Background: an optimization exercise with open tools, aiming at small area and a short achievable clock period. Do not read the settings as production practice.
No run shown here included a check of the RTL's function; only the layout flow was run.

==> flow/design.v (outline; a module is shown in full before it is edited, if it fits) <==
// module cpu: 866 lines
module cpu( 
    input clk,                           
    input RST,                           
    output [23:0] AB,                    
    output sync,                         
    input [7:0] DI,                      
    output reg [7:0] DO,                 
    output WE,                           
    input IRQ,                           
    input NMI,                           
    input RDY,                           
    input debug );
  // ...
==> flow/run.sh <==
#!/bin/bash
# synth_recipe.tcl (not shown) runs the flow's synth.tcl, then flattens the netlist and writes it again
# the make line also repeats each setting of config.mk as NAME=value (left out here)
make -C /OpenROAD-flow-scripts/flow DESIGN_CONFIG=/design/flow/config.mk WORK_HOME=/design/flow/orfs CLKGATE_MAP_FILE= SYNTH_SCRIPT=/design/flow/synth_recipe.tcl finish
==> flow/config.mk <==
export PLATFORM = sky130hd
export DESIGN_NAME = cpu
export DESIGN_NICKNAME = cpu
export VERILOG_FILES = /design/flow/design.v
export SDC_FILE = /design/flow/constraint.sdc
export NUM_CORES = 4
export LEC_CHECK = 0
export CAP_MARGIN = 20
export CORE_MARGIN = 2
export CORE_UTILIZATION = 40
export PLACE_DENSITY = 0.6
export SETUP_SLACK_MARGIN = 3
export SLEW_MARGIN = 20
==> flow/constraint.sdc <==
create_clock -name core_clock -period 11.0 [get_ports {clk}]
set_input_delay 2.2000 -clock core_clock [delete_from_list [all_inputs] [get_ports {clk}]]
set_output_delay 2.2000 -clock core_clock [all_outputs]
set_load 0.01 [all_outputs]
==> flow_summary.toml, run 1 <==
[placed_design]
io_buffer_count = 43
dp_cells = 3104
post_dp_cell_area_mm2 = 0.0209
dp_hpwl_um = 58100

[hold_path]
hp-start = "PREFIX[1]$_SDFFE_PP0P_"

[floorplanning]
core_mm2 = 0.0490
rows = 81

[synthesis]
syn_nets = 2629
synth_simple_gate_area_share_pct = 22.3
synth_top_area_cell = "edfxtp_1"
synth_edf_count = 150
synthesis.area_mm2 = 0.0198
synth-main-ff-cell = "edfxtp_1"
synth-compound-area-share_pct = 28.1

[clocking]
cts.htree.levels = 4
cts_buffers = 17
post-cts-setup-buffer-count = 65

[critical_path]
worstReg2RegStart = "OP[0]$_DFFE_PP_"
cp.depth = 20

[finish]
regArea_mm2 = 0.00547
buf_share_pct = 7.58
seq_share_pct = 23.9
fin_util_pct = 46.7
design_area_mm2 = 0.0229

[detailed_routing]
routed_wl_um = 80300
drc_errors = 0
postRouteAntennaNets = 0

[sta]
post-route-period-util_pct = 73.0
fin_ws_ns = 2.97
hold_viol_final = 0

[status]
status = "complete, no violations"

[global_routing]
busiest_layer = "met2"
==> run 2: changes to the inputs <==
--- a/flow/design.v
+++ b/flow/design.v
@@ -502,16 +502,78 @@
          8'h9F: dec = { FLAG____, NOP, SRC__, DST__, ALU_____, IZ, SYNC };  
          8'h1C: dec = { 21'b00_00_00_00_00_000000000_00, (p0) ? ABSW : ABS0 };  
          8'h14: dec = { 21'b00_00_00_00_00_000000000_00, ZPG0 };  
          8'h0C: dec = { 21'b00_00_00_00_00_000000000_00, (p0) ? ABSW : ABS0 };  
          8'h04: dec = { 21'b00_00_00_00_00_000000000_00, ZPG0 };  
        default: dec = { 19'b0, IZ, SYNC };
     endcase
 endfunction
+function [20:0] busop;
+    input [5:0] st;
+    input r;                             
+    input c;                             
+    input d7;                            
+    case( st )
+        ABSW:                    busop = { S____, IDX___, DO____, DR_DI, WE___, AB_OPER };
+        ABS0:                    busop = { S____, IDX___, DO____, DR_DI, WE___, AB_OPER };
+        ABS1:                    busop = { S____, IDX_XY, DO_ALU, DR___, WE_ST, AB_ABSX };
+        ABSR:                    busop = { S____, IDX_XY, DO_ALU, DR_DI, WE_ST, AB_INCR };
+        ABWW:                    busop = { S____, IDX___, DO____, DR_DI, WE___, AB_OPER };
+        ABW0:                    busop = { S____, IDX___, DO____, DR_DI, WE___, AB_OPER };
+        ABW1:                    busop = { S____, IDX_XY, DO____, DR___, WE___, AB_ABSX };
+        BRA0: if( c & d7 ) busop = { S____, IDX___, DO____, DR___, WE___, AB_BACK };
+             else if( c )    busop = { S____, IDX___, DO____, DR___, WE___, AB_FWRD };
+             else               busop = { S____, IDX___, DO____, DR___, WE___, AB_OPER };
+        BRK0:                    busop = { S_DEC, IDX___, DO_PCH, DR___, WE_1_, AB_PUSH };
+        BRK1:                    busop = { S_DEC, IDX___, DO_PCL, DR___, WE_1_, AB_PUSH };
+        BRK2:                    busop = { S_DEC, IDX___, DO_PHP, DR___, WE_1_, AB_IRQV };
+        BRK3:                    busop = { S____, IDX___, DO____, DR_DI, WE___, AB_OPER };
+        BRK4:                    busop = { S____, IDX___, DO____, DR___, WE___, AB_OPER };
+        DATA:                    busop = { S____, IDX___, DO____, DR_DI, WE___, AB_OPER };
+        IDX0:                    busop = { S____, IDX_X_, DO____, DR_DI, WE___, AB_ZPGX };
+        IDX1:                    busop = { S____, IDX___, DO____, DR_DI, WE___, AB_NEXT };
+        IDX2:                    busop = { S____, IDX__Y, DO_ALU, DR___, WE_ST, AB_ABSX };
+        IDXR:                    busop = { S____, IDX__Y, DO_ALU, DR_DI, WE_ST, AB_INCR };
+        IMM0:                    busop = { S____, IDX___, DO____, DR_DI, WE___, AB_OPER };
+        IMMR:                    busop = { S____, IDX___, DO____, DR_DI, WE___, AB_OPER };
+        INDW:                    busop = { S____, IDX___, DO____, DR_DI, WE___, AB_OPER };
+        IND0:                    busop = { S____, IDX___, DO____, DR_DI, WE___, AB_OPER };
+        IND1:                    busop = { S____, IDX_X_, DO____, DR___, WE___, AB_JMP0 };
+        JMPW:                    busop = { S____, IDX___, DO____, DR_DI, WE___, AB_OPER };
+        JMP0:                    busop = { S____, IDX___, DO____, DR_DI, WE___, AB_OPER };
+        JMP1:                    busop = { S____, IDX___, DO____, DR___, WE___, AB_JMP0 };
+        JSRW:                    busop = { S_DEC, IDX___, DO_PC3, DR_DI, WE_1_, AB_PUSH };
+        JSRH:                    busop = { S_DEC, IDX___, DO_PCH, DR___, WE_1_, AB_PUSH };
+        JSR3:                    busop = { S____, IDX___, DO____, DR___, WE___, AB_OPER };
+        JSR4:                    busop = { S____, IDX___, DO____, DR___, WE___, AB_OPER };
+        JSRL:                    busop = { S_DEC, IDX___, DO_PCL, DR_DI, WE_1_, AB_PUSH };
+        JSR0:                    busop = { S_DEC, IDX___, DO_PCH, DR_DI, WE_1_, AB_PUSH };
+        JSR1:                    busop = { S_DEC, IDX___, DO_PCL, DR___, WE_1_, AB_PUSH };
+        JSR2:                    busop = { S____, IDX___, DO____, DR___, WE___, AB_OPER };
+        PHA0:                    busop = { S_DEC, IDX___, DO_PHP, DR___, WE_1_, AB_PUSH };
+        PHAR:                    busop = { S_DEC, IDX___, DO_PHP, DR___, WE_1_, AB_PUSH };
+        PHAS:                    busop = { S____, IDX___, DO____, DR___, WE___, AB_OPER };
+        PLA0:                    busop = { S_INC, IDX___, DO____, DR_DI, WE___, AB_PULL };
+        PLAR:                    busop = { S_INC, IDX___, DO____, DR_DI, WE___, AB_PULL };
+        RMW0:                    busop = { S____, IDX___, DO____, DR_DI, WE___, AB_OPER };
+        RMW1:                    busop = { S____, IDX___, DO_ALU, DR___, WE_1_, AB_HOLD };
+        RTI0:                    busop = { S_INC, IDX___, DO____, DR___, WE___, AB_PULL };
+        RTS0:                    busop = { S_INC, IDX___, DO____, DR___, WE___, AB_PULL };
+        RTS1:                    busop = { S_INC, IDX___, DO____, DR_DI, WE___, AB_PULL };
+        RTSW:                    busop = { S_INC, IDX___, DO____, DR_DI, WE___, AB_PULL };
+        RTS2: if( r )          busop = { S____, IDX___, DO____, DR___, WE___, AB_JMP0 };
+             else               busop = { S____, IDX___, DO____, DR___, WE___, AB_JMP1 };
+        SYNC:                    busop = { S____, IDX___, DO____, DR___, WE___, AB_OPER };
+        ZPG0:                    busop = { S____, IDX_XY, DO_ALU, DR___, WE_ST, AB_ZPGX };
+        ZPGR:                    busop = { S____, IDX_XY, DO_ALU, DR_DI, WE_ST, AB_INCR };
+        ZPW0:                    busop = { S____, IDX_XY, DO____, DR___, WE___, AB_ZPGX };
+       default:                 busop = { S____, IDX___, DO____, DR___, WE___, AB_OPER };           
+    endcase
+endfunction
 function [24:0] padd24;                  
     input [23:0] a;
     input [23:0] b;
     input c;
     reg [24:0] G, P, Gn, Pn;
     integer i, l;
     begin
         G = { a & b, c };
@@ -577,58 +639,203 @@
 reg ABWDTH;                              
 reg [1:0] RWDTH;                         
 reg [1:0] RBYTES;                        
 reg N, V, D, I, Z, C;                    
 wire [7:0] P = { N, V, 1'b1, 1'b1, D, I, Z, C };
 reg [23:0] XR, YR, AR;                   
 reg [15:0] S;                            
 reg [5:0] state;
+reg [5:0] next_state;
 assign sync = (state == SYNC);
+reg [8:0] DIHOLD;
+always @(posedge clk)
+    case( state )
+        PLA0: DIHOLD <= {1'b1, DI[7:0]};
+        PHA0: DIHOLD <= {1'b1, DI[7:0]};
+        RMW1: DIHOLD <= {1'b1, DI[7:0]};
+     default: DIHOLD <= {1'b0, DI[7:0]};
+    endcase
+assign IR = DIHOLD[8] ? DIHOLD[7:0] : DI[7:0];
+wire [7:0] OP_next = sync ? IR : OP;
+always @(posedge clk)
+    OP <= OP_next;
 wire [24:0] op_dec = dec( OP, PREFIX[0] );      
 wire [18:0] control = op_dec[24:6];
 wire [1:0] ins_type = control[18:17];
 wire adc_sbc = (ins_type == FLAG_ADD);
 wire cmp     = (ins_type == FLAG_CMP);
 wire bit_isn = (ins_type == FLAG_BIT);
 wire store = control[16];
 wire load = control[15];
-wire [1:0] reg_src = control[14:13];
 wire [1:0] reg_dst = control[12:11];
 wire [8:0] alu_op = control[10:2];
 wire shift = alu_op[8];
 wire clc = (OP == 8'h18);
 wire sec = (OP == 8'h38);
 wire cld = (OP == 8'hD8);
 wire sed = (OP == 8'hF8);
 wire cli = (OP == 8'h58);
 wire sei = (OP == 8'h78);
 wire rti = (OP == 8'h40);
 wire clv = (OP == 8'hB8);
 wire php = (OP == 8'h08) || (OP == 8'h00);
 wire plp = (OP == 8'h28);
 wire txs = (OP == 8'h9A);
 wire variation = (OP == 8'h0F);
-reg [21:0] bus_op;
+reg cond;
+always @*
+    casez( OP[7:4] )
+        4'b000?: cond = ~N;
+        4'b001?: cond =  N;
+        4'b010?: cond = ~V;
+        4'b011?: cond =  V;
+        4'b1000: cond =  1;
+        4'b1001: cond = ~C;
+        4'b101?: cond =  C;
+        4'b110?: cond = ~Z;
+        4'b111?: cond =  Z;
+    endcase
+wire [20:0] bus_op = busop( state, rti, cond, DI[7] );
 wire [10:0] ab_op = bus_op[10:0];
 wire [1:0] we_op = bus_op[12:11];
 wire dr_di = bus_op[13];
 wire [2:0] do_op = bus_op[16:14];
 wire pull = bus_op[19];
 wire push = bus_op[20];
-reg [23:0] R;                            
+wire [24:0] ir_dec = dec( IR, PREFIX[0] );
+wire [5:0] init_state = ir_dec[5:0];
+always @* begin
+    next_state = state;
+    if( RST )
+        next_state = BRK4;
+    else case( state )
+        SYNC:  next_state = init_state;
+        ABSW:  next_state = ABS0;
+        ABS0:  next_state = ABS1;
+        ABS1:  if (RBYTES == 0) next_state = DATA;
+               else next_state = ABSR;
+        ABSR:  if (RBYTES == 0) next_state = DATA;
+        ABWW:  next_state = ABWW;
+        ABW0:  next_state = ABW1;
+        ABW1:  next_state = RMW0;
+        BRA0:  next_state = SYNC;
+        BRK0:  next_state = BRK1;
+        BRK1:  next_state = BRK2;
+        BRK2:  next_state = BRK3;
+        BRK3:  next_state = JMP0;
+        BRK4:  next_state = BRK3;
+        DATA:  next_state = SYNC;
+        IDX0:  next_state = IDX1;
+        IDX1:  next_state = IDX2;
+        IDX2:  if (RBYTES == 0) next_state = DATA;
+               else next_state = IDXR;
+        IDXR:  if (RBYTES == 0) next_state = DATA;
+        IMM0:  if (RBYTES == 0) next_state = SYNC;
+               else next_state = IMMR;
+        IMMR:  if (RBYTES == 0) next_state = SYNC;
+        INDW:  next_state = IND0;
+        IND0:  next_state = IND1;
+        IND1:  next_state = (ABWDTH == 1'b0) ? JMP0 : JMPW;
+        JMPW:  next_state = JMP0;
+        JMP0:  next_state = JMP1;
+        JMP1:  next_state = SYNC;
+        JSRW:  next_state = JSRH;
+        JSRH:  next_state = JSR3;
+        JSR3:  next_state = JSRL;
+        JSRL:  next_state = JSR4;
+        JSR4:  next_state = JMP1;
+        JSR0:  next_state = JSR1;
+        JSR1:  next_state = JSR2;
+        JSR2:  next_state = JMP1;
+        PHA0:  if (RBYTES == 0) next_state = SYNC;
+               else next_state = PHAR;
+        PHAR:  if (RBYTES == 0) next_state = PHAS;
+        PHAS:  next_state = SYNC;
+        PLA0:  if (RBYTES == 0) next_state = SYNC;
+               else next_state = PLAR;
+        PLAR:  if (RBYTES == 0) next_state = SYNC;
+        RMW0:  next_state = RMW1;
+        RMW1:  next_state = SYNC;
+        RTI0:  next_state = RTS0;
+        RTS0:  next_state = (ABWDTH == 1'b0) ? RTS1 : RTSW;
+        RTSW:  next_state = RTS1;
+        RTS1:  next_state = RTS2;
+        RTS2:  next_state = SYNC;
+        ZPG0:  if (RBYTES == 0) next_state = DATA;
+               else next_state = ZPGR;
+        ZPGR:  if (RBYTES == 0) next_state = DATA;
+        ZPW0:  next_state = RMW0;
+        default:  next_state = SYNC;
+    endcase
+end
+reg count;
 always @*
-    case( reg_src )
-        SEL_X: R = XR;
-        SEL_Y: R = YR;
-        SEL_A: R = AR;
-        default: R = 24'h000000;
+    case( state )
+        ABS1, ABSR, IDX2, IDXR, IMM0, IMMR, PHA0, PHAR, PLA0, PLAR, ZPG0, ZPGR:
+            count = 1'b1;
+        default:
+            count = 1'b0;
     endcase
-wire [1:0] reg_idx = control[1:0] & bus_op[18:17];
-wire [23:0] XY = ({24{reg_idx == SEL_X}} & XR) | ({24{reg_idx == SEL_Y}} & YR) | ({24{reg_idx == SEL_A}} & AR);
+always @(posedge clk)
+    state <= next_state;
+always @(posedge clk)
+    if( RST ) begin
+        ABWDTH <= 1'b1;
+        RWDTH <= R_08;
+        RBYTES <= R_08;
+        PREFIX <= { R_08, 1'b1 };
+    end
+    else begin
+        if( sync ) begin
+            ABWDTH <= PREFIX[0];
+            RWDTH <= PREFIX[2:1];
+            RBYTES <= PREFIX[2:1];
+            if (IR[3:0] == 4'hF)
+                PREFIX <= { IR[7:6], IR[4] };
+            else if (IR == 8'h40) begin
+                ABWDTH <= 1'b1;
+                RWDTH <= R_08;
+                PREFIX <= { R_08, 1'b1 };
+            end
+            else
+                PREFIX <= { R_08, 1'b0 };
+        end
+        if( count && RBYTES != 0 )
+            RBYTES <= RBYTES - 1'b1;
+    end
+wire [24:0] nop_dec = dec( OP_next, PREFIX[0] );
+wire [20:0] nbus_op = busop( next_state, OP_next == 8'h40, 1'b0, 1'b0 );
+wire nABWDTH = RST ? 1'b1 : (sync ? ((IR == 8'h40) ? 1'b1 : PREFIX[0]) : ABWDTH);
+wire [1:0] nidx = nop_dec[7:6] & nbus_op[18:17];
+reg bs_S, bs_PC, bs_D24, bs_D16, bs_H;   
+reg [1:0] ab_x;                          
+reg [1:0] ab_h;                          
+reg ab_ci;
+reg ab_bra;                              
+reg ix_X, ix_Y;                          
+reg src_X, src_Y, src_A;                 
+always @(posedge clk) begin
+    bs_S   <= ~nbus_op[5] & (nbus_op[4:3] == 2'b00);
+    bs_PC  <= ~nbus_op[5] & (nbus_op[4:3] == 2'b01);
+    bs_D24 <= ~nbus_op[5] & (nbus_op[4:3] == 2'b10) & nABWDTH;
+    bs_D16 <= ~nbus_op[5] & (nbus_op[4:3] == 2'b10) & ~nABWDTH;
+    bs_H   <= ~nbus_op[5] & (nbus_op[4:3] == 2'b11);
+    ab_x   <= nbus_op[2:1];
+    ab_h   <= nbus_op[10:9];
+    ab_ci  <= nbus_op[0];
+    ab_bra <= (next_state == BRA0);
+    ix_X   <= (nidx == SEL_X);
+    ix_Y   <= (nidx == SEL_Y);
+    src_X  <= (nop_dec[20:19] == SEL_X);
+    src_Y  <= (nop_dec[20:19] == SEL_Y);
+    src_A  <= (nop_dec[20:19] == SEL_A);
+end
+wire [23:0] R = ({24{src_X}} & XR) | ({24{src_Y}} & YR) | ({24{src_A}} & AR);
+wire [8:0] XY = ({9{ix_X}} & XR[8:0]) | ({9{ix_Y}} & YR[8:0]);
 reg [23:0] R_IN;
 reg [23:0] MEM;
 reg [23:0] alu_ai;
 reg [23:0] alu_bi;
 reg alu_ci;
 reg alu_si;
 reg [23:0] alu_out;
 reg alu_C, alu_N, alu_V;
@@ -682,43 +889,40 @@
     if( reg_we && reg_dst == SEL_X )
         XR <= alu_out;
 always @(posedge clk)
     if( reg_we && reg_dst == SEL_Y )
         YR <= alu_out;
 always @(posedge clk)
     if( reg_we && reg_dst == SEL_A )
         AR <= alu_out;
-    else if( variation && !(reg_we && reg_dst != SEL_Z) )
+    else if( variation )                 
         AR <= {16'h6502, R_16, AB_24, 4'h0};
 always @(posedge clk)
     if( txs )       S <= R[15:0];
     else if( push ) S <= S - 1'b1;
     else if( pull ) S <= S + 1'b1;
-reg [23:0] base;
-always @* begin
-    if( ab_op[5] ) base = 24'h000000;
-    else case( ab_op[4:3] )
-       2'b00: base = { 8'h00, S };
-       2'b01: base = PC;
-       2'b10: base = ABWDTH ? { DI, DR, D3 } : { 8'h00, DI, DR };
-       2'b11: base = ab_hold;
-    endcase
-end
-wire [7:0] abl_a = (ab_op[2:1] == 2'b11) ? XY[7:0] : base[7:0];
-wire [7:0] abl_b = ((ab_op[2:1] == 2'b01) ? XY[7:0] : 8'h00) | (ab_op[2] ? DI : 8'h00);
-wire [8:0] abl_sum = padd8( abl_a, abl_b, ab_op[0] );
-wire abl_co = abl_sum[8] ^ (ab_op[1] & XY[8]);
+wire [23:0] base = ({24{bs_S}} & { 8'h00, S })
+                 | ({24{bs_PC}} & PC)
+                 | ({24{bs_D24}} & { DI, DR, D3 })
+                 | ({24{bs_D16}} & { 8'h00, DI, DR })
+                 | ({24{bs_H}} & ab_hold);
+wire [1:0] x_op = ab_bra ? { cond, 1'b0 } : ab_x;
+wire [1:0] h_op = ab_bra ? { cond, cond & DI[7] } : ab_h;
+wire [7:0] abl_a = (x_op == 2'b11) ? XY[7:0] : base[7:0];
+wire [7:0] abl_b = ((x_op == 2'b01) ? XY[7:0] : 8'h00) | (x_op[1] ? DI : 8'h00);
+wire [8:0] abl_sum = padd8( abl_a, abl_b, ab_ci );
+wire abl_co = abl_sum[8] ^ (x_op[0] & XY[8]);
 wire [15:0] abh_base = base[23:8];
 wire [23:0] abh_ones = allones( { 8'h00, abh_base } );
 wire [23:0] abh_zeros = allones( { 8'h00, ~abh_base } );
 wire [15:0] abh_p1 = abh_base ^ abh_ones[15:0];
 wire [15:0] abh_m1 = abh_base ^ abh_zeros[15:0];
-wire [15:0] abh_c0 = (ab_op[10:9] == 2'b01) ? abh_p1 : (ab_op[10:9] == 2'b11) ? abh_m1 : abh_base;
-wire [15:0] abh_c1 = ab_op[10] ^ ab_op[9] ? abh_p1 : abh_base;
+wire [15:0] abh_c0 = (h_op == 2'b01) ? abh_p1 : (h_op == 2'b11) ? abh_m1 : abh_base;
+wire [15:0] abh_c1 = (h_op[1] ^ h_op[0]) ? abh_p1 : abh_base;
 wire [15:0] abh = abl_co ? abh_c1 : abh_c0;
 assign AB = { abh, abl_sum[7:0] };
 always @(posedge clk)
     if( ab_op[8] )
         ab_hold <= AB;
 always @(posedge clk)
     if( RST )
         PC <= 24'hfffffa;
@@ -819,201 +1023,9 @@
     case( state )
         RTS0: if( rti )                         C <= DI[0];
         SYNC: if( plp )                         C <= DI[0];
               else if( clc )                    C <= 0;
               else if( sec )                    C <= 1;
               else if( cmp | shift | adc_sbc )  C <= alu_C;
      default:;
     endcase
-reg [8:0] DIHOLD;
-always @(posedge clk)
-    case( state )
-        PLA0: DIHOLD <= {1'b1, DI[7:0]};
-        PHA0: DIHOLD <= {1'b1, DI[7:0]};
-        RMW1: DIHOLD <= {1'b1, DI[7:0]};
-     default: DIHOLD <= {1'b0, DI[7:0]};
-    endcase
-assign IR = DIHOLD[8] ? DIHOLD[7:0] : DI[7:0];
-reg cond;
-always @*
-    casez( OP[7:4] )
-        4'b000?: cond = ~N;
-        4'b001?: cond =  N;
-        4'b010?: cond = ~V;
-        4'b011?: cond =  V;
-        4'b1000: cond =  1;
-        4'b1001: cond = ~C;
-        4'b101?: cond =  C;
-        4'b110?: cond = ~Z;
-        4'b111?: cond =  Z;
-    endcase
-wire [24:0] ir_dec = dec( IR, PREFIX[0] );
-wire [5:0] init_state = ir_dec[5:0];
-always @(posedge clk)
-    if( sync )
-        OP <= IR;
-always @(posedge clk)
-    if( RST ) begin
-        ABWDTH <= 1'b1;
-        RWDTH <= R_08;
-        RBYTES <= R_08;
-        PREFIX <= { R_08, 1'b1 };
-        state <= BRK4;
-    end
-    else begin
-    if( sync ) begin
-        ABWDTH <= PREFIX[0];
-        RWDTH <= PREFIX[2:1];
-        RBYTES <= PREFIX[2:1];
-        if (IR[3:0] == 4'hF)
-            PREFIX <= { IR[7:6], IR[4] };
-        else if (IR == 8'h40) begin
-            ABWDTH <= 1'b1;
-            RWDTH <= R_08;
-            PREFIX <= { R_08, 1'b1 };
-        end
-        else
-            PREFIX <= { R_08, 1'b0 };
-    end
-    case( state )
-        SYNC:  state <= init_state;
-        ABSW:  state <= ABS0;
-        ABS0:  state <= ABS1;
-        ABS1:  if (RBYTES == 0) state <= DATA;
-               else begin
-                   RBYTES <= RBYTES - 1'b1;
-                   state <= ABSR;
-               end
-        ABSR:  if (RBYTES == 0) state <= DATA;
-               else RBYTES <= RBYTES - 1'b1;
-        ABWW:  state <= ABWW;
-        ABW0:  state <= ABW1;
-        ABW1:  state <= RMW0;
-        BRA0:  state <= SYNC;
-        BRK0:  state <= BRK1;
-        BRK1:  state <= BRK2;
-        BRK2:  state <= BRK3;
-        BRK3:  state <= JMP0;
-        BRK4:  state <= BRK3;
-        DATA:  state <= SYNC;
-        IDX0:  state <= IDX1;
-        IDX1:  state <= IDX2;
-        IDX2:  if (RBYTES == 0) state <= DATA;
-               else begin
-                   RBYTES <= RBYTES - 1'b1;
-                   state <= IDXR;
-               end
-        IDXR:  if (RBYTES == 0) state <= DATA;
-               else RBYTES <= RBYTES - 1'b1;
-        IMM0:  if (RBYTES == 0) state <= SYNC;
-               else begin
-                   RBYTES <= RBYTES - 1'b1;
-                   state <= IMMR;
-               end
-        IMMR:  if (RBYTES == 0) state <= SYNC;
-               else RBYTES <= RBYTES - 1'b1;
-        INDW:  state <= IND0;
-        IND0:  state <= IND1;
-        IND1:  state <= (ABWDTH == 1'b0) ? JMP0 : JMPW;
-        JMPW:  state <= JMP0;
-        JMP0:  state <= JMP1;
-        JMP1:  state <= SYNC;
-        JSRW:  state <= JSRH;
-        JSRH:  state <= JSR3;
-        JSR3:  state <= JSRL;
-        JSRL:  state <= JSR4;
-        JSR4:  state <= JMP1;
-        JSR0:  state <= JSR1;
-        JSR1:  state <= JSR2;
-        JSR2:  state <= JMP1;
-        PHA0:  if (RBYTES == 0) state <= SYNC;
-               else begin
-                   RBYTES <= RBYTES - 1'b1;
-                   state <= PHAR;
-               end
-        PHAR:  if (RBYTES == 0) state <= PHAS;
-               else RBYTES <= RBYTES - 1'b1;
-        PHAS:  state <= SYNC;
-        PLA0:  if (RBYTES == 0) state <= SYNC;
-               else begin
-                   RBYTES <= RBYTES - 1'b1;
-                   state <= PLAR;
-               end
-        PLAR:  if (RBYTES == 0) state <= SYNC;
-               else RBYTES <= RBYTES - 1'b1;
-        RMW0:  state <= RMW1;
-        RMW1:  state <= SYNC;
-        RTI0:  state <= RTS0;
-        RTS0:  state <= (ABWDTH == 1'b0) ? RTS1 : RTSW;
-        RTSW:  state <= RTS1;
-        RTS1:  state <= RTS2;
-        RTS2:  state <= SYNC;
-        ZPG0:  if (RBYTES == 0) state <= DATA;
-               else begin
-                   RBYTES <= RBYTES - 1'b1;
-                   state <= ZPGR;
-               end
-        ZPGR:  if (RBYTES == 0) state <= DATA;
-               else RBYTES <= RBYTES - 1'b1;
-        ZPW0:  state <= RMW0;
-        default:  state <= SYNC;
-    endcase
-    end
-always @* begin
-    case( state )
-       ABSW:                    bus_op = { S____, IDX___, DO____, DR_DI, WE___, AB_OPER };          
-       ABS0:                    bus_op = { S____, IDX___, DO____, DR_DI, WE___, AB_OPER };          
-       ABS1:                    bus_op = { S____, IDX_XY, DO_ALU, DR___, WE_ST, AB_ABSX };      
-       ABSR:                    bus_op = { S____, IDX_XY, DO_ALU, DR_DI, WE_ST, AB_INCR };      
-       ABWW:                    bus_op = { S____, IDX___, DO____, DR_DI, WE___, AB_OPER };          
-       ABW0:                    bus_op = { S____, IDX___, DO____, DR_DI, WE___, AB_OPER };          
-       ABW1:                    bus_op = { S____, IDX_XY, DO____, DR___, WE___, AB_ABSX };			
-       BRA0: if( cond & DI[7] ) bus_op = { S____, IDX___, DO____, DR___, WE___, AB_BACK };
-             else if( cond )    bus_op = { S____, IDX___, DO____, DR___, WE___, AB_FWRD };
-             else               bus_op = { S____, IDX___, DO____, DR___, WE___, AB_OPER };
-       BRK0:                    bus_op = { S_DEC, IDX___, DO_PCH, DR___, WE_1_, AB_PUSH };			
-       BRK1:                    bus_op = { S_DEC, IDX___, DO_PCL, DR___, WE_1_, AB_PUSH };			
-       BRK2:                    bus_op = { S_DEC, IDX___, DO_PHP, DR___, WE_1_, AB_IRQV };			
-       BRK3:                    bus_op = { S____, IDX___, DO____, DR_DI, WE___, AB_OPER };          
-       BRK4:                    bus_op = { S____, IDX___, DO____, DR___, WE___, AB_OPER };          
-       DATA:                    bus_op = { S____, IDX___, DO____, DR_DI, WE___, AB_OPER };			
-       IDX0:                    bus_op = { S____, IDX_X_, DO____, DR_DI, WE___, AB_ZPGX };			
-       IDX1:                    bus_op = { S____, IDX___, DO____, DR_DI, WE___, AB_NEXT };			
-       IDX2:                    bus_op = { S____, IDX__Y, DO_ALU, DR___, WE_ST, AB_ABSX };      
-       IDXR:                    bus_op = { S____, IDX__Y, DO_ALU, DR_DI, WE_ST, AB_INCR };      
-       IMM0:                    bus_op = { S____, IDX___, DO____, DR_DI, WE___, AB_OPER };          
-       IMMR:                    bus_op = { S____, IDX___, DO____, DR_DI, WE___, AB_OPER };          
-       INDW:                    bus_op = { S____, IDX___, DO____, DR_DI, WE___, AB_OPER };          
-       IND0:                    bus_op = { S____, IDX___, DO____, DR_DI, WE___, AB_OPER };          
-       IND1:                    bus_op = { S____, IDX_X_, DO____, DR___, WE___, AB_JMP0 };          
-       JMPW:                    bus_op = { S____, IDX___, DO____, DR_DI, WE___, AB_OPER };          
-       JMP0:                    bus_op = { S____, IDX___, DO____, DR_DI, WE___, AB_OPER };   
-       JMP1:                    bus_op = { S____, IDX___, DO____, DR___, WE___, AB_JMP0 };          
-       JSRW:                    bus_op = { S_DEC, IDX___, DO_PC3, DR_DI, WE_1_, AB_PUSH };          
-       JSRH:                    bus_op = { S_DEC, IDX___, DO_PCH, DR___, WE_1_, AB_PUSH };          
-       JSR3:                    bus_op = { S____, IDX___, DO____, DR___, WE___, AB_OPER };          
-       JSR4:                    bus_op = { S____, IDX___, DO____, DR___, WE___, AB_OPER };          
-       JSRL:                    bus_op = { S_DEC, IDX___, DO_PCL, DR_DI, WE_1_, AB_PUSH };          
-       JSR0:                    bus_op = { S_DEC, IDX___, DO_PCH, DR_DI, WE_1_, AB_PUSH };          
-       JSR1:                    bus_op = { S_DEC, IDX___, DO_PCL, DR___, WE_1_, AB_PUSH };			
-       JSR2:                    bus_op = { S____, IDX___, DO____, DR___, WE___, AB_OPER };          
-       PHA0:                    bus_op = { S_DEC, IDX___, DO_PHP, DR___, WE_1_, AB_PUSH };      
-       PHAR:                    bus_op = { S_DEC, IDX___, DO_PHP, DR___, WE_1_, AB_PUSH };      
-       PHAS:                    bus_op = { S____, IDX___, DO____, DR___, WE___, AB_OPER };  
-       PLA0:                    bus_op = { S_INC, IDX___, DO____, DR_DI, WE___, AB_PULL };      
-       PLAR:                    bus_op = { S_INC, IDX___, DO____, DR_DI, WE___, AB_PULL };      
-       RMW0:                    bus_op = { S____, IDX___, DO____, DR_DI, WE___, AB_OPER };			
-       RMW1:                    bus_op = { S____, IDX___, DO_ALU, DR___, WE_1_, AB_HOLD };			
-       RTI0:                    bus_op = { S_INC, IDX___, DO____, DR___, WE___, AB_PULL };          
-       RTS0:                    bus_op = { S_INC, IDX___, DO____, DR___, WE___, AB_PULL };          
-       RTS1:                    bus_op = { S_INC, IDX___, DO____, DR_DI, WE___, AB_PULL };          
-       RTSW:                    bus_op = { S_INC, IDX___, DO____, DR_DI, WE___, AB_PULL };          
-       RTS2: if( rti )          bus_op = { S____, IDX___, DO____, DR___, WE___, AB_JMP0 };
-             else               bus_op = { S____, IDX___, DO____, DR___, WE___, AB_JMP1 };
-       SYNC:                    bus_op = { S____, IDX___, DO____, DR___, WE___, AB_OPER };	
-       ZPG0:                    bus_op = { S____, IDX_XY, DO_ALU, DR___, WE_ST, AB_ZPGX };      
-       ZPGR:                    bus_op = { S____, IDX_XY, DO_ALU, DR_DI, WE_ST, AB_INCR };      
-       ZPW0:                    bus_op = { S____, IDX_XY, DO____, DR___, WE___, AB_ZPGX };			
-       default:                 bus_op = { S____, IDX___, DO____, DR___, WE___, AB_OPER };           
-    endcase
-end
 endmodule
==> flow/config.mk (replaced) <==
export PLATFORM = sky130hd
export DESIGN_NAME = cpu
export DESIGN_NICKNAME = cpu
export VERILOG_FILES = /design/flow/design.v
export SDC_FILE = /design/flow/constraint.sdc
export NUM_CORES = 4
export LEC_CHECK = 0
export CAP_MARGIN = 20
export CORE_MARGIN = 2
export CORE_UTILIZATION = 40
export PLACE_DENSITY = 0.6
export SETUP_SLACK_MARGIN = 4
export SLEW_MARGIN = 20
==> run 2 against run 1 <==
  * Die area is 4.5% higher
  * Synthesized cell count grew 6.4%
  * Highest routed layer unchanged
  * Cell area rose by 8.7%
==> flow_summary.toml, run 2 <==
[status]
status = "complete, no violations"

[synthesis]
synth_top_area_cell = "edfxtp_1"
ys_seq_area_share_pct = 27.4
ys_ff_latch = 213
synth_cell_type_count = 113
ys_top_cells_by_area = "edfxtp_1 21%, ha_1 6.9%, dfxtp_1 6.9%"
syn_nets = 2793
synth_edf_count = 142
synth.most_common_cell = "nand2_1"
synthesis.area_mm2 = 0.0207
async_reset_ff_share_pct = 0
netlist_top_cells_count = "299 x nand2_1, 268 x nor2_1, 188 x a21oi_1"
synth-main-ff-cell = "edfxtp_1"
avgSynthCellArea_um2 = 7.80
ys.warnings.count = 1
synth_cells = 2660
synth_top_area_share_pct = 20.6

[finish]
mostFrequentLayoutCells = "292 x nand2_1, 258 x nor2_1, 181 x a21oi_1, 148 x buf_4, 142 x edfxtp_1"
drive_gt1_share_pct = 17.4
design_area_mm2 = 0.0249
syn_to_final_growth_pct = 19.8
nets = 2905
final_common_cell = "nand2_1"
antenna_cells = 0
finalNonFillerCells = 3471
fill_cells = 4940

[detailed_routing]
wl_per_cell_um = 24.8
drtPass1Iterations = 7
postRouteAntennaNets = 0
drc_errors = 0
via_per_inst = 6.58
drt_iter0_drc = 3190
num_vias = 22828
routed_wl_um = 86200

[global_routing]
grt_usage_pct = 30.5
grt_pass1_wl_um = 127000
grt_max_degree = 54
grt-ovfl-total = 0
antenna_found_initial = 1
grt_pass1_vias = 20630

[floorplanning]
io_pins = 48
die_h_um = 232
core_mm2 = 0.0513
initial_core_util_pct = 40.4
die_w_um = 232
dieArea_mm2 = 0.0537
rows = 83

[critical_path]
regToRegEndpoint = "PC[20]$_SDFFE_PP1P_"
slowest_stage = "a311oi_2"
cpPeakStageDelay_ns = 0.42
critPathMaxFanout = 3
cp_common_cell = "buf_6"
worstReg2RegStart = "OP[5]$_DFF_P_"
critPathCaptureType = "output port"
arrival_ns = 5.11
timing.critical_path.buf_inv = 6
path_cells = "buf_6 > buf_6 > nand2_4 > o21ai_2 > ha_1 > and2_4 > buf_6 > a22oi_2 > and3b_2 > o31a_1 > buf_4 > a2111oi_4 > a311oi_2 > a311oi_2 > inv_1 > buf_2"
worstPathRequired_ns = 8.80
worstSetupPathType = "input port to output port"
r2r_slack_ns = 3.92
critPathTopFamily = "compound AO/OA/AOI/OAI gates"
r2r_cells = 40
cp-start-kind = "input port"

[clocking]
clkLatencyLatePin_ns = 0.56
clock-sinks = 213
cts.clk_slew.worst_paths_ns = 0.07
ctsHoldBuffers = 0
cts_root_buffer = "clkbuf_16"
cts_buffers = 25
cts.htree.levels = 1
tritoncts = "done"
clockBufferDepth = 3

[sta]
min_period_ns = 7.31
rsz0062_at_grt = "yes"
maxSlewViolCount = 0
worst_slew_pin_slew_ns = 1.05
tns_ns = 0
max-slew-margin-rel_pct = 30.1
fin_ws_ns = 3.69
hold_viol_final = 0
skew_ns = 0.0258
setup_viol_count_final = 0
hold_ws_ns = 0.489
max_freq_mhz = 137
post-route-period-util_pct = 66.5

[placed_design]
preCtsSetupSlack_ns = 2.26
dp_hpwl_um = 59700
dp_cells = 3266
io_buffer_count = 43
post_dp_cell_area_mm2 = 0.0218
gp_congestion = 0.996

[hold_path]
hp-start = "PREFIX[2]$_SDFFE_PP0P_"
hold_depth = 2
holdCritPathClass = "register to register"
holdPathEnd = "PREFIX[2]$_SDFFE_PP0P_"

[run]
max-cap-violations = 0
-- run 2: cells by family (layout without fill, tap and decap cells) --
kind of cell	count (synthesis)	after routing	share of synthesized area (%)
DFF	213	213	27.4
buffers and inverters	309	440	6.07
and+or+nand+nor	1025	1025	24.0
muxes	37	37	1.99
adders and majority gates	119	119	7.36
AOI/OAI and AO/OA	874	874	29.7
xor gates and xnor gates	83	83	3.50
-- run 2: worst reg2reg max path: cells and delay by family, from the launching register on --
kind | cells | cell delay [ns]
AOI/OAI and AO/OA | 7 | 1.93
xor gates and xnor gates | 1 | 0.23
adders and majority gates | 1 | 0.36
buffers and inverters | 22 | 2.63
DFF | 1 | 0.29
muxes | 1 | 0.23
and+or+nand+nor | 8 | 1.33
-- run 2: worst max-delay path by stage --
stage | from | end | slack [ns] | cells past startpoint
finish | DI[2] | AB[10] | 3.69 | 16
detailed placement | DI[7] | AB[17] | 2.26 | 11
global placement | DI[7] | AB[17] | 2.42 | 11
CTS | DI[3] | AB[22] | 3.74 | 16
global route | DI[2] | AB[10] | 3.63 | 16
floorplan | DI[3] | AB[10] | 3.98 | 12
-- run 2: metrics by stage --
step / util (%)
CTS: 46.8
finish: 48.4
floorplan: -
global route: 48.4
global placement: 42.4
detailed placement: 42.4
-- run 2: final cells by class --
cell class	instances	area (um^2)	area share, %
well taps	680	851	3.42
repair buffers	260	2380	9.56
inverters	134	507	2.04
clock buffers	35	716	2.88
multi-input cells	2138	14600	58.7
clock inverters	11	98.8	0.398
flip-flops and latches	213	5710	23.0
-- run 2: repair_timing --
| action | CTS | global route |
|---|---|---|
| endpoints found under the setup margin | 45 | 37 |
| gates resized for setup | 223 | 124 |
| hold endpoints to repair | 0 | 0 |
| pin swaps | 50 | 51 |
| setup buffers | 107 | 48 |
| cloned | 4 | 0 |
-- run 2: metal layers --
layer,track usage [%],share of wire [%]
met5,0.643,0.052
met1,40.9,40
met4,11.2,4.5
met2,49.1,45
met3,5.42,10

-- port drivers added, routing unchanged --
No port has a modelled driver above. Below, the same layouts with a new extraction and two added sets of constraints. Step 1 (the two cells are an assumption about what drives the block):
set clk [get_ports {clk}]
set_driving_cell -lib_cell sky130_fd_sc_hd__clkbuf_16 $clk
set_driving_cell -lib_cell sky130_fd_sc_hd__buf_2 [delete_from_list [all_inputs] $clk]
Step 2 times the ports against the registers' clock, not the clock port: input delays grow and output delays shrink by t, the midpoint of the rising clock arrivals with the driver on. Three values: ideal, step 1, step 2; two values: the first two.
run	t (ns)	slack for setup (ns)	slew at the worst register clock pin (ns)
run 1	0.524	2.972 / 2.917 / 2.954	0.08 / 0.08
run 2	0.611	3.686 / 3.654 / 3.228	0.07 / 0.07
After both steps setup and hold are still met in every run listed. The setup slack of run 2, which loses most, moves by -0.032 ns with the drivers and by -0.458 ns with both steps.
